This design comes from an exercise in tuning for small area on the open sky130 flow, not from production work.
The RTL was checked by simulation tests, not by an equivalence proof against the original design.
Power is estimated from default activity; no workload was simulated.

## try-cedar
## badapple_top
module badapple_top(
    input clk,
    input rst,              
    output sck,             
    output reg miso,        
    output reg reset_oled,  
    output dc,              
    output reg sck_reg,     
    input rxd,              
    output st_init,
    output st_clear,
    output st_wait,
    output st_write,
    input  [15:0] sram_data_in,
    output reg [15:0] sram_data_out,
    output        sram_data_oe,
    output reg [18:0] sram_addr,
    output        sram_oe_r,
    output reg    sram_ce_r,
    output        sram_we_r,
    output        sram_ub_r,
    output        sram_lb_r,
    input keepgoing,
    output reg showdelay,
    input addr_reset
    );
clock: 10.0 ns
lec_check: 0
cap_margin: 20
core_margin: 2
core_utilization: 40
place_density: 0.6
slew_margin: 20
standard.sh (not shown) runs the stock make flow with config.mk's settings and CLKGATE_MAP_FILE= SYNTH_SCRIPT=/design/flow/synth_recipe.tcl, a recipe that flattens the netlist after the stock synthesis.
==> flow/flow/run.sh <==
#!/bin/bash
# Layout flow:
# 1. the standard synthesis (standard.sh synth);
# 2. its combinational logic re-mapped for area by Yosys/ABC (flow/resyn.ys
#    with each flow/resyn*.abc script; the smallest result is kept), with
#    every register cell kept, name and type;
# 3. the standard layout from floorplan to finish (standard.sh), with port
#    buffers of buf_1 cells and a clock tree of clkbuf_4 cells without dummy
#    loads.
# Each step's full output goes to its own log in this folder; ORFS's
# per-stage logs are under orfs/logs.
set -euo pipefail
W=$(pwd)
R=$W/orfs/results/$FLOW_PLATFORM/badapple_top/base
LIB=$FLOW_HOME/platforms/sky130hd/lib/sky130_fd_sc_hd__tt_025C_1v80.lib
YOSYS=$FLOW_HOME/../tools/install/yosys/bin/yosys
[[ -x $YOSYS ]] || YOSYS=yosys

bash standard.sh synth > synth.log 2>&1
cp "$R/1_2_yosys.v" "$W/standard_1_2_yosys.v"
# try each ABC script, keep the smallest result
best=""; best_area=""
for abc in flow/resyn*.abc; do
  n=$(basename "$abc" .abc)
  sed -e "s#@LIB@#$LIB#g" -e "s#@IN@#$W/standard_1_2_yosys.v#" \
      -e "s#@OUT@#$W/${n}_1_2_yosys.v#" -e "s#@ABC@#$W/$abc#" \
      flow/resyn.ys > "${n}_run.ys"
  "$YOSYS" -s "${n}_run.ys" > "${n}.log" 2>&1
  area=$(grep "Chip area for module" "${n}.log" | tail -1 | awk '{print $NF}')
  echo "$n $area" >> resyn_areas.txt
  if [[ -z "$best" ]] || awk -v a="$area" -v b="$best_area" 'BEGIN{exit !(a < b)}'; then
    best=$n; best_area=$area
  fi
done
echo "best $best $best_area" >> resyn_areas.txt
cp "$W/${best}_1_2_yosys.v" "$W/resyn_1_2_yosys.v"
cp "$W/resyn_1_2_yosys.v" "$R/1_2_yosys.v"
rm -f "$R/1_synth.odb" "$R/1_synth.sdc"

export BUFFER_PORTS_ARGS="-buffer_cell sky130_fd_sc_hd__buf_1"
export CTS_ARGS="-repair_clock_nets -dont_use_dummy_load -buf_list sky130_fd_sc_hd__clkbuf_4"
bash standard.sh > layout.log 2>&1
==> flow/flow/resyn1.abc <==
strash
&get -n
&fraig -x
&put
scorr
dc2
strash
&get -n
&dch -f
&nf -R 1000 -p -F 10 -A 10 -a
&put
==> flow/flow/resyn2.abc <==
strash
&get -n
&fraig -x
&put
scorr
dc2
strash
&get -n
&dch -f
&nf -R 1000 -a -E 100 -F 10 -A 10
&put
==> flow/flow/resyn3.abc <==
strash
&get -n
&fraig -x
&put
scorr
dc2
strash
&get -n
&dch -f
&nf -R 1000 -a -E 100 -p
&put
==> flow/flow/resyn4.abc <==
strash
&get -n
&fraig -x
&put
scorr
dc2
strash
&get -n
&dch -f
&nf -R 1000 -p -a -C 32
&put
Other scripts of this flow, unchanged in this note and not shown: flow/flow/resyn.ys
try-cedar finished every stage and its layout cleared the timing, DRC and antenna checks.
Input changes introduced in try-delta (baseline for comparison: try-cedar):
==> flow/flow/run.sh <==
#!/bin/bash
# Layout flow:
# 1. the standard synthesis (standard.sh synth);
# 2. its combinational logic re-mapped for area by Yosys/ABC (flow/resyn.ys,
#    flow/resyn.abc) with every register cell kept, name and type;
# 3. the standard layout from floorplan to finish (standard.sh), with port
#    buffers of buf_1 cells and a clock tree of clkbuf_8 cells without dummy
#    loads.
# Each step's full output goes to its own log in this folder; ORFS's
# per-stage logs are under orfs/logs.
set -euo pipefail
W=$(pwd)
R=$W/orfs/results/$FLOW_PLATFORM/badapple_top/base
LIB=$FLOW_HOME/platforms/sky130hd/lib/sky130_fd_sc_hd__tt_025C_1v80.lib
YOSYS=$FLOW_HOME/../tools/install/yosys/bin/yosys
[[ -x $YOSYS ]] || YOSYS=yosys

bash standard.sh synth > synth.log 2>&1
cp "$R/1_2_yosys.v" "$W/standard_1_2_yosys.v"
sed -e "s#@LIB@#$LIB#g" -e "s#@IN@#$W/standard_1_2_yosys.v#" \
    -e "s#@OUT@#$W/resyn_1_2_yosys.v#" -e "s#@ABC@#$W/flow/resyn.abc#" \
    flow/resyn.ys > resyn_run.ys
"$YOSYS" -s resyn_run.ys > resyn.log 2>&1
cp "$W/resyn_1_2_yosys.v" "$R/1_2_yosys.v"
rm -f "$R/1_synth.odb" "$R/1_synth.sdc"

export BUFFER_PORTS_ARGS="-buffer_cell sky130_fd_sc_hd__buf_1"
export CTS_ARGS="-sink_clustering_enable -repair_clock_nets -dont_use_dummy_load -buf_list sky130_fd_sc_hd__clkbuf_8 -sink_clustering_size 30 -sink_clustering_max_diameter 100"
bash standard.sh > layout.log 2>&1
==> flow/flow/resyn.abc (new file) <==
strash
&get -n
&fraig -x
&put
scorr
dc2
strash
&get -n
&dch -f
&nf -R 1000 -p -F 10 -A 10 -a
&put
removed: flow/flow/resyn1.abc
removed: flow/flow/resyn2.abc
removed: flow/flow/resyn3.abc
removed: flow/flow/resyn4.abc
Findings:
- In the tables for try-delta and try-cedar, relative area change from synthesis to final layout reads lower with try-cedar.
- Part of the power in combinational logic on try-delta is down relative to try-cedar.
- Compared try-cedar against try-delta; met3 routing resource usage after global routing within noise.
- Per the comparison of try-delta with try-cedar, final instance area went up by 2.9%; width of the die up about 0.5%; global-route wire length before repair increased 5.1%.
- Leakage power of the design came out higher on try-delta than on try-cedar.
- As far as hold slack is concerned, try-delta and try-cedar perform about the same.
### try-delta -> try-violet
==> flow/flow/run.sh <==
#!/bin/bash
# Layout flow:
# 1. the standard synthesis (standard.sh synth);
# 2. its combinational logic re-mapped for area by Yosys/ABC (flow/resyn.ys
#    with each flow/resyn*.abc script; the smallest result is kept), with
#    every register cell kept, name and type;
# 3. the standard layout from floorplan to finish (standard.sh), with port
#    buffers of buf_1 cells and a clock tree of clkbuf_4 cells without dummy
#    loads.
# Each step's full output goes to its own log in this folder; ORFS's
# per-stage logs are under orfs/logs.
set -euo pipefail
W=$(pwd)
R=$W/orfs/results/$FLOW_PLATFORM/badapple_top/base
LIB=$FLOW_HOME/platforms/sky130hd/lib/sky130_fd_sc_hd__tt_025C_1v80.lib
YOSYS=$FLOW_HOME/../tools/install/yosys/bin/yosys
[[ -x $YOSYS ]] || YOSYS=yosys

bash standard.sh synth > synth.log 2>&1
cp "$R/1_2_yosys.v" "$W/standard_1_2_yosys.v"
# try each ABC script, keep the smallest result
best=""; best_area=""
for abc in flow/resyn*.abc; do
  n=$(basename "$abc" .abc)
  sed -e "s#@LIB@#$LIB#g" -e "s#@IN@#$W/standard_1_2_yosys.v#" \
      -e "s#@OUT@#$W/${n}_1_2_yosys.v#" -e "s#@ABC@#$W/$abc#" \
      flow/resyn.ys > "${n}_run.ys"
  "$YOSYS" -s "${n}_run.ys" > "${n}.log" 2>&1
  area=$(grep "Chip area for module" "${n}.log" | tail -1 | awk '{print $NF}')
  echo "$n $area" >> resyn_areas.txt
  if [[ -z "$best" ]] || awk -v a="$area" -v b="$best_area" 'BEGIN{exit !(a < b)}'; then
    best=$n; best_area=$area
  fi
done
echo "best $best $best_area" >> resyn_areas.txt
cp "$W/${best}_1_2_yosys.v" "$W/resyn_1_2_yosys.v"
cp "$W/resyn_1_2_yosys.v" "$R/1_2_yosys.v"
rm -f "$R/1_synth.odb" "$R/1_synth.sdc"

export BUFFER_PORTS_ARGS="-buffer_cell sky130_fd_sc_hd__buf_1"
export CTS_ARGS="-sink_clustering_enable -repair_clock_nets -dont_use_dummy_load -buf_list sky130_fd_sc_hd__clkbuf_4 -sink_clustering_size 20 -sink_clustering_max_diameter 60"
bash standard.sh > layout.log 2>&1
==> flow/flow/resyn1.abc (new file) <==
strash
&get -n
&fraig -x
&put
scorr
dc2
strash
&get -n
&dch -f
&nf -R 1000 -p -F 10 -A 10 -a
&put
==> flow/flow/resyn2.abc (new file) <==
strash
&get -n
&fraig -x
&put
scorr
dc2
strash
&get -n
&dch -f
&nf -R 1000 -a -E 100 -F 10 -A 10
&put
==> flow/flow/resyn3.abc (new file) <==
strash
&get -n
&fraig -x
&put
scorr
dc2
strash
&get -n
&dch -f
&nf -R 1000 -a -E 100 -p
&put
==> flow/flow/resyn4.abc (new file) <==
strash
&get -n
&fraig -x
&put
scorr
dc2
strash
&get -n
&dch -f
&nf -R 1000 -p -a -C 32
&put
removed: flow/flow/resyn.abc
## What came out
The final-layout worst hold slack of try-delta and that of try-violet are within noise of each other.
Delta (try-violet minus try-delta): fraction of power spent switching nets increased 0.99 points, switching component of the power decreased 5.1%.
Relative to try-delta, the average routed wire per standard cell of try-violet is lower by about 5%.
First-iteration DRC count delta (try-violet − try-delta): favourable
In the tables for try-delta and try-violet, full die area reads lower with try-violet.
try-violet reports a lower total wire length after detailed routing than try-delta does.
When try-violet is set beside try-delta, its part of the power in the clock network turns out to be 7.0 points smaller.
Re number of top-level design ports: no difference whatsoever between try-violet and try-delta.
Changes in try-garnet relative to try-violet:
==> flow/flow/run.sh <==
#!/bin/bash
# Layout flow:
# 1. the standard synthesis (standard.sh synth);
# 2. its combinational logic re-mapped for area by Yosys/ABC (flow/resyn.ys,
#    flow/resyn.abc) with every register cell kept, name and type;
# 3. the standard layout from floorplan to finish (standard.sh), with port
#    buffers of buf_1 cells and a clock tree of clkbuf_8 cells without dummy
#    loads.
# Each step's full output goes to its own log in this folder; ORFS's
# per-stage logs are under orfs/logs.
set -euo pipefail
W=$(pwd)
R=$W/orfs/results/$FLOW_PLATFORM/badapple_top/base
LIB=$FLOW_HOME/platforms/sky130hd/lib/sky130_fd_sc_hd__tt_025C_1v80.lib
YOSYS=$FLOW_HOME/../tools/install/yosys/bin/yosys
[[ -x $YOSYS ]] || YOSYS=yosys

bash standard.sh synth > synth.log 2>&1
cp "$R/1_2_yosys.v" "$W/standard_1_2_yosys.v"
sed -e "s#@LIB@#$LIB#g" -e "s#@IN@#$W/standard_1_2_yosys.v#" \
    -e "s#@OUT@#$W/resyn_1_2_yosys.v#" -e "s#@ABC@#$W/flow/resyn.abc#" \
    flow/resyn.ys > resyn_run.ys
"$YOSYS" -s resyn_run.ys > resyn.log 2>&1
cp "$W/resyn_1_2_yosys.v" "$R/1_2_yosys.v"
rm -f "$R/1_synth.odb" "$R/1_synth.sdc"

export BUFFER_PORTS_ARGS="-buffer_cell sky130_fd_sc_hd__buf_1"
export CTS_ARGS="-sink_clustering_enable -repair_clock_nets -dont_use_dummy_load -buf_list sky130_fd_sc_hd__clkbuf_8 -sink_clustering_size 50 -sink_clustering_max_diameter 150"
bash standard.sh > layout.log 2>&1
==> flow/flow/resyn.abc (new file) <==
strash
&get -n
&fraig -x
&put
scorr
dc2
strash
&get -n
&dch -f
&nf -R 1000 -p -F 10 -A 10 -a
&put
removed: flow/flow/resyn1.abc
removed: flow/flow/resyn2.abc
removed: flow/flow/resyn3.abc
removed: flow/flow/resyn4.abc
Results
Utilization try-violet -> try-garnet: up
Looking at reported net switching power across both flows, try-garnet is the weaker of the two, with try-violet ahead.
try-garnet finished end to end and its layout was clean on timing, DRC and antenna.
Of try-violet and try-garnet, the higher cell area after layout belongs to try-garnet.
Post-synthesis to final-layout area growth for try-garnet is higher than for try-violet.
For try-garnet, the start point of the critical path was st[1], unlike try-violet, where it was st[2].
Of try-violet and try-garnet, try-garnet shows the lower final worst slack, with try-violet above it.

==> afterwards: timing with drivers on the ports <==
The results above use ideal ports. As a check the final layouts listed here were re-extracted and re-timed, cells and wires unchanged. Step 1 sets driving cells, clkbuf_16 on the clock port and buf_2 on the other inputs (assumed; they add their load-dependent delay and slew). Step 2 also shifts input and output timing later by t, the mid clock arrival at the registers, as if the neighbouring blocks saw the same clock. a / b / c = ideal / step 1 / step 2; a / b = the first two.
| run | shift t [ns] | setup WS [ns] | slew at the worst register clock pin (ns) | worst data-port slew with drivers (ns) | pins driven straight from the clock port |
|---|---|---|---|---|---|
| try-cedar | 0.554 | 5.314 / 5.314 / 5.314 | 0.12 / 0.12 | 0.04 | 1 |
| try-delta | 0.463 | 4.823 / 4.823 / 4.823 | 0.07 / 0.07 | 0.04 | 1 |
| try-violet | 0.554 | 5.314 / 5.314 / 5.314 | 0.12 / 0.12 | 0.04 | 1 |
| try-garnet | 0.463 | 4.823 / 4.823 / 4.823 | 0.07 / 0.07 | 0.04 | 1 |
After both steps setup and hold are still met in every run listed.
